Source: an optimization exercise on an open RTL-to-GDS flow (aim: small area). Production flows keep margins and buffers that such runs may drop. The RTL was checked by simulation tests, not by an equivalence proof against the original design. The flow treats the clock pin as an ideal source. Dropping or thinning the clock tree relies on that and would not hold on a real chip. No activity file was given, so power comes from the tool's default toggle rates.

--- flow/config.mk ---
export PLATFORM = sky130hd
export DESIGN_NAME = digital_clock
export DESIGN_NICKNAME = digital_clock
export VERILOG_FILES = /design/flow/design.v
export SDC_FILE = /design/flow/constraint.sdc
export NUM_CORES = 4
export LEC_CHECK = 0
export ABC_AREA = 1
export CAP_MARGIN = 20
export CORE_AREA = 2 2 68 68
export DIE_AREA = 0 0 70 70
export GPL_TIMING_DRIVEN = 0
export PLACE_DENSITY = 0.4
export SLEW_MARGIN = 20
--- flow/standard.sh ---
#!/bin/bash
# synth_recipe.tcl (not shown) runs the flow's synth.tcl, then flattens the netlist and writes it again
# the make line also repeats each setting of config.mk as NAME=value (left out here)
make -C /OpenROAD-flow-scripts/flow DESIGN_CONFIG=/design/flow/config.mk WORK_HOME=/design/flow/orfs CLKGATE_MAP_FILE= SYNTH_SCRIPT=/design/flow/synth_recipe.tcl "${@:-finish}"
--- flow/flow/abc/x4.abc ---
strash
ifraig
dc2
balance
dch -f
amap
--- flow/design.v ---
module seg_dec(d, y);
	input [3:0] d;
	output [7:0] y;
	assign y[7] = (~d[3] & ~d[2] & ~d[1] & d[0]) | (d[2] & ~d[1] & ~d[0]);
	assign y[6] = d[2] & (d[1] ^ d[0]);
	assign y[5] = ~d[2] & d[1] & ~d[0];
	assign y[4] = (~d[3] & ~d[2] & ~d[1] & d[0]) | (d[2] & ~d[1] & ~d[0]) | (d[2] & d[1] & d[0]);
	assign y[3] = d[0] | (d[2] & ~d[1]);
	assign y[2] = (d[1] & d[0]) | (~d[2] & d[1]) | (~d[3] & ~d[2] & d[0]);
	assign y[1] = (~d[3] & ~d[2] & ~d[1]) | (d[2] & d[1] & d[0]);
	assign y[0] = 1'b1;
endmodule
module cnt10(clk, r, e, q, co);
	input clk, r, e;
	output reg [3:0] q;
	output co;
	wire t = e & q[0];
	assign co = t & q[3];
	always @(posedge clk) begin
		q[0] <= ~r & (q[0] ^ e);
		q[1] <= ~r & (t ? ~(q[1] | q[3]) : q[1]);
		q[2] <= ~r & (t ? (q[2] ^ q[1]) : q[2]);
		q[3] <= ~r & (t ? (q[2] & q[1]) : q[3]);
	end
endmodule
module cnt6(clk, r, e, q, co);
	input clk, r, e;
	output reg [2:0] q;
	output co;
	wire t = e & q[0];
	assign co = t & q[2];
	always @(posedge clk) begin
		q[0] <= ~r & (q[0] ^ e);
		q[1] <= ~r & (t ? ~(q[1] | q[2]) : q[1]);
		q[2] <= ~r & (t ? q[1] : q[2]);
	end
endmodule
module digital_clock(clk, rst, tick_sec, tick_scan, select, y);
	input clk, rst, tick_sec, tick_scan;
	output [7:0] select;
	output [7:0] y;
	wire [3:0] s0, m0;
	wire [2:0] s1, m1;
	wire c1, c2, c3, c4;
	cnt10 us(clk, rst, tick_sec, s0, c1);
	cnt6  ts(clk, rst, c1, s1, c2);
	cnt10 um(clk, rst, c2, m0, c3);
	cnt6  tm(clk, rst, c3, m1, c4);
	reg [3:0] h0;
	reg [1:0] h1;
	wire t = c4 & h0[0];
	always @(posedge clk) begin
		h0[0] <= ~rst & (h0[0] ^ c4);
		h0[1] <= ~rst & (t ? ~(h0[1] | h0[3]) : h0[1]);
		h0[2] <= ~rst & (t ? (h0[2] ^ h0[1]) & ~h1[1] : h0[2]);
		h0[3] <= ~rst & (t ? (h0[2] & h0[1]) : h0[3]);
		h1[0] <= ~rst & ((t & h0[3]) ? ~h1[0] : h1[0]);
		h1[1] <= ~rst & (t ? ((h0[3] & h1[0]) | (h1[1] & ~h0[1])) : h1[1]);
	end
	reg [2:0] j;
	always @(posedge clk) begin
		if (rst) j <= 3'b000;
		else if (tick_scan) j <= {j[1], j[0], ~j[2]};
	end
	wire p0 = ~j[0] & ~j[2];
	wire p1 = j[0] & ~j[1];
	wire p2 = j[1] & ~j[2];
	wire p3 = j[2] & j[0];
	wire p4 = ~j[0] & j[1];
	wire p5 = j[2] & ~j[1];
	assign select = {2'b11, ~p5, ~p4, ~p3, ~p2, ~p1, ~p0};
	wire [3:0] d;
	assign d = ({4{p0}} & s0) | ({4{p1}} & {1'b0, s1}) | ({4{p2}} & m0) |
	           ({4{p3}} & {1'b0, m1}) | ({4{p4}} & h0) | ({4{p5}} & {2'b0, h1});
	seg_dec u(d, y);
endmodule
--- flow/flow/abc/x1.abc ---
strash
dch -f
amap
--- flow/flow/abc/x3.abc ---
strash
dc2
dch -f
amap
--- flow/flow/clock_fix.tcl ---
# Collapse the clock tree that CTS built (a root buffer feeding two leaf buffers,
# plus a dummy load) into a single buffer that drives every flip-flop.
# All flip-flops then hang on the same net: no skew between them.
read_db $::env(ODB_IN)
set db [ord::get_db]
set block [ord::get_db_block]
set root [$block findInst clkbuf_0_clk]
set rootnet [[$root findITerm X] getNet]
foreach inst [$block getInsts] {
  set name [$inst getName]
  set m [[$inst getMaster] getName]
  if {[string match clkload* $name]} {
    puts "remove dummy load $name ($m)"
    foreach it [$inst getITerms] { $it disconnect }
    odb::dbInst_destroy $inst
  }
}
foreach inst [$block getInsts] {
  set name [$inst getName]
  if {$inst != $root && [string match clkbuf_* $name]} {
    set out [[$inst findITerm X] getNet]
    puts "remove leaf buffer $name ([[$inst getMaster] getName]), moving its loads to [$rootnet getName]"
    foreach it [$out getITerms] {
      if {[$it getInst] != $inst} {
        $it disconnect
        $it connect $rootnet
      }
    }
    foreach it [$inst getITerms] { $it disconnect }
    odb::dbInst_destroy $inst
    odb::dbNet_destroy $out
  }
}
$root swapMaster [$db findMaster $::env(CLOCK_BUF)]
set n 0
foreach it [$rootnet getITerms] { incr n }
puts "clock net [$rootnet getName] now has $n pins; root is $::env(CLOCK_BUF)"
detailed_placement
check_placement
write_db $::env(ODB_OUT)
--- flow/flow/abc/x8.abc ---
strash
dch -f
amap
topo
strash
dch -f
amap
--- flow/constraint.sdc ---
create_clock -name core_clock -period 50.0 [get_ports {clk}]
set_input_delay 10.0000 -clock core_clock [delete_from_list [all_inputs] [get_ports {clk}]]
set_output_delay 10.0000 -clock core_clock [all_outputs]
set_load 0.01 [all_outputs]
--- flow/flow/abc/x2.abc ---
strash
balance
rewrite
refactor
balance
rewrite
rewrite -z
balance
refactor -z
rewrite -z
balance
dch -f
amap
--- flow/flow/synth.tcl ---
# The standard flow's synthesis script (synth_recipe.tcl: ORFS synthesis without the fsm and
# share passes, flattened, function nets renamed) with changes to the
# combinational mapping only: no half/full-adder extraction, no buffers on
# outputs tied to a constant (one tie cell drives them), and the ABC
# mapping is run with several area scripts, keeping the smallest result.
# Registers are mapped exactly as in the standard synthesis and keep its names.
proc extract_fa {args} { puts "extract_fa skipped" }
proc insbuf {args} { puts "insbuf skipped" }
proc abc {args} {
  set i [lsearch -exact $args -script]
  if {$i < 0} { yosys abc {*}$args; return }
  set lib [lindex $::env(LIB_FILES) 0]
  yosys design -save pre_abc
  set best 1e9
  foreach s [lsort [glob $::env(MY_ABC_DIR)/*.abc]] {
    yosys design -load pre_abc
    yosys abc {*}[lreplace $args [expr {$i + 1}] [expr {$i + 1}] $s]
    yosys opt_clean -purge
    set f $::env(OBJECTS_DIR)/abc_try.stat
    yosys tee -q -o $f stat -liberty $lib
    set fh [open $f]; set t [read $fh]; close $fh
    regexp {Chip area for module '\\[^']*': ([0-9.]+)} $t -> a
    puts "abc script [file tail $s]: area $a"
    if {$a < $best} { set best $a; yosys design -save best_abc }
  }
  yosys design -load best_abc
  puts "abc best area: $best"
}
source $::env(FLOW_SYNTH_TCL)
--- flow/flow/run.sh ---
#!/bin/bash
# The standard flow's synthesis with an area-oriented ABC mapping (flow/synth.tcl; the
# registers are the standard synthesis's), then the standard layout with buf_1
# port buffers, one tie cell, and the clock tree collapsed into one buffer.
set -euo pipefail
W=$(pwd)
R=$W/orfs/results/$FLOW_PLATFORM/digital_clock/base
export FLOW_SYNTH_TCL=$W/synth_recipe.tcl MY_ABC_DIR=$W/flow/abc
MK=("SYNTH_SCRIPT=$W/flow/synth.tcl" "BUFFER_PORTS_ARGS=-buffer_cell sky130_fd_sc_hd__buf_1" "SKIP_REPAIR_TIE_FANOUT=1")
bash standard.sh "${MK[@]}" cts > $W/log_layout.txt 2>&1
cp $R/4_cts.odb $W/cts_orig.odb
ODB_IN=$W/cts_orig.odb ODB_OUT=$R/4_cts.odb CLOCK_BUF=sky130_fd_sc_hd__buf_12 \
  openroad -no_init -exit $W/flow/clock_fix.tcl > $W/log_clock_fix.txt 2>&1
touch $R/4_cts.sdc
bash standard.sh "${MK[@]}" finish > $W/log_layout2.txt 2>&1
==> results.toml <==
[status]
status = "timing/DRC/antenna clean"

[yosys]
synthesis.area_sq_um = 1010
synth.area.mux_share_pct = 0
yosys_warnings = 3
synth_cell_type_count = 19
ys_seq_elements = 23
synth_top_family_by_area = "compound AO/OA/AOI/OAI gates"
synthSimpleGateAreaFrac_pct = 17.9
syn_avg_cell_area_sq_um = 7.57
netlist_instances = 133
seq_area_frac_synth_pct = 45.7
synth-compound-area-share_pct = 27.5
synth_nets = 137
synthXorXnorAreaFrac_pct = 0
synth_fa_ha_area_share_pct = 0

[power]
leakage_nw = 0.347
ir_drop_mv = 0.0134
p_per_area_nw_per_um2 = 26.5

[clock_network]
ctsResizeCount = 0
cts_hold_buffers = 0
clk_pin_slew_ns = 0.09
clk-insertion-delay-late_ns = 0.13
cts.sinks = 23
cts_setup_buffers = 0

[run]
cap_violations = 0

[setup_path]
worstReg2RegStart = "us.q[0]"
worstPathRequired_ns = 40.00
start_kind = "register"
cp_data_arrival_time_ns = 2.41
r2r_cells = 11
cp-end-kind = "output port"
path_class = "reg -> out"
critPathLaunch = "j[1]"
crit_end = "y[6]"
r2r_setup_slack_ns = 47.65
r2r_end = "h1[1]"
critPathMaxFanout = 8

[timing]
tightest_slew_ns = 0.990
rsz0062_at_grt = "false"
setup_tns_ns = 0
period_needed_ns = 12.41
setup_viol = 0
fin_worst_skew_ns = 0.00228
fmax_ghz = 0.0806
finalCritPeriodShare_pct = 24.8
hold_viol = 0
maxSlewViolCount = 0
slew_headroom_pct = 34.0

[route]
vias = 969
wl_microns = 2420
wl_per_cell_microns = 12.0
drtPass1Iterations = 6
drc = 0
drtIter0Drc = 84
final_antenna_net_count = 0
vias_per_cell = 4.80

[final_layout]
seqCellArea_sq_um = 460
multi_input_area_sq_um = 460
antenna_cells = 0
finalInstanceArea_sq_um = 1150
area_growth_pct = 14.4
drive_gt1_share_pct = 0.667
n_fill_cell = 480
fin_nets = 156
fin_cells = 202

[place]
dp.cells = 201
gp_congestion = 0.769
io_buffer_count = 16
place_area_sq_um = 1130
hpwl_microns = 1880

[global_route]
grt_pass1_wl_microns = 3990
grt_usage_pct = 12.0
gr-total-overflow = 0
grt_pass1_vias = 840
grt_max_degree = 24
antenna_found_initial = 0

[floorplanning]
ios = 20
die-area_sq_um = 4900
die_h_microns = 70
coreArea_sq_um = 4260
num_rows = 24
fp.dieW_microns = 70
start_util_pct = 23.6

[hold_path]
holdCritPathClass = "reg -> reg"
holdPathStages = 2
==> worst min path at each step <==
stage / start / to / slack (ns)
final: um.q[3] / um.q[3] / 0.48
after global routing: ts.q[2] / ts.q[2] / 0.50
after CTS: us.q[3] / us.q[3] / 0.47
after detailed placement: us.q[3] / us.q[3] / 0.46
after global placement: us.q[3] / us.q[3] / 0.45
after floorplan: us.q[3] / us.q[3] / 0.43
==> power by group <==
part	total, mW	leakage (nW)	internal (mW)	switching [mW]
clock network	0.00812	0.00940	0.00326	0.00486
logic	0.00346	0.152	0.00100	0.00245
registers	0.0189	0.186	0.0186	0.000289
==> placed cells by master (no fill, tap or decap) <==
cell	n
buf_12	1
dfxtp_1	23
a32o_1	1
a2111oi_0	2
nand3_1	1
clkinv_1	23
nor3_1	4
buf_1	16
o21a_1	1
o221ai_1	3
a31oi_1	1
o21ai_0	11
o22ai_1	2
a21oi_1	7
or2_0	2
a22oi_1	1
conb_1	1
a221oi_1	7
nor2_1	26
nand2_1	12
a211oi_1	5
==> critical path, cell delays in order (launching register included) <==
cell and delay, ns:
dfxtp_1 0.34, clkinv_1 0.21, a32o_1 0.29, a221oi_1 0.20, o21ai_0 0.14, a31oi_1 0.40, clkinv_1 0.17, a221oi_1 0.33
buf_1 0.19
==> layer usage <==
metal	wire length [microns]	track usage, %	share of wire, %
met5	0	0	0
met4	17	1.92	0.70
met3	144	2.60	6.0
met2	1050	18.2	43
met1	1210	17.8	50
==> flip-flops by register name, summed over array words and instances, names as in the netlist <==
signal / cells
tm.q: 3
um.q: 4
h1: 2
j: 3
h0: 4
us.q: 4
ts.q: 3
==> cells by family (layout without fill, tap and decap cells) <==
group	count (synthesis)	count (layout)
flops	23	23
other cells	1	1
buf+inv	23	40
simple gates	45	45
compound gates	41	41
==> synthesized netlist by cell type <==
library cell / n / area, sq um
o22ai_1: 2 / 12.5
dfxtp_1: 23 / 460
a211oi_1: 5 / 37.5
o21ai_0: 11 / 55.1
conb_1: 1 / 3.75
o21a_1: 1 / 7.51
or2_0: 2 / 12.5
nor2_1: 26 / 97.6
nor3_1: 4 / 20.0
a32o_1: 1 / 10.0
a221oi_1: 7 / 61.3
clkinv_1: 23 / 86.3
a31oi_1: 1 / 6.26
a2111oi_0: 2 / 17.5
o221ai_1: 3 / 26.3
a22oi_1: 1 / 7.51
a21oi_1: 7 / 35.0
nand2_1: 12 / 45.0
nand3_1: 1 / 5.00
==> per-stage QoR <==
stage	setup slack [ns]	utilization, %	power, mW	hold slack, ns
6_report	37.60	27.0	0.0305	0.475
3_5_place_dp	37.75	26.6	0.0228	0.457
2_1_floorplan	37.96	-	0.0214	0.434
4_1_cts	37.43	27.7	0.0348	0.471
5_1_grt	37.36	27.0	0.0322	0.497
3_3_place_gp	37.80	26.6	0.0228	0.452
==> layout make-up <==
cell class                 instances  area share, %
clock buffer                       1           1.74
timing repair buffer              16           5.21
multi-input combinational         87           40.0
inverter                          23           7.49
sequential                        23           40.0
tap                               52           5.65

==> afterwards: timing with drivers on the ports <==
Ports are ideal in the flow. The routed layout listed here was re-timed in OpenROAD.
Step 1: set_driving_cell puts a clkbuf_16 on clk and a buf_2 on each other input, an assumption about the parent block.
Step 2 times the ports against the registers' clock, not the clock port: input delays grow and output delays shrink by t, the midpoint of the rising clock arrivals with the driver on.
Slacks: no drivers / after step 1 / after step 2; pairs: no drivers / after step 1.
t, ns: 0.161
setup slack, ns: 37.595 / 37.562 / 37.723
hold slack, ns: 0.475 / 0.475 / 0.475
worst setup path after step 2: register to output
pins driven straight from the clock port: 1
After both steps this run still meets setup and hold. For this run, drivers alone change the setup slack by -0.033 ns; drivers and shift together by +0.128 ns.
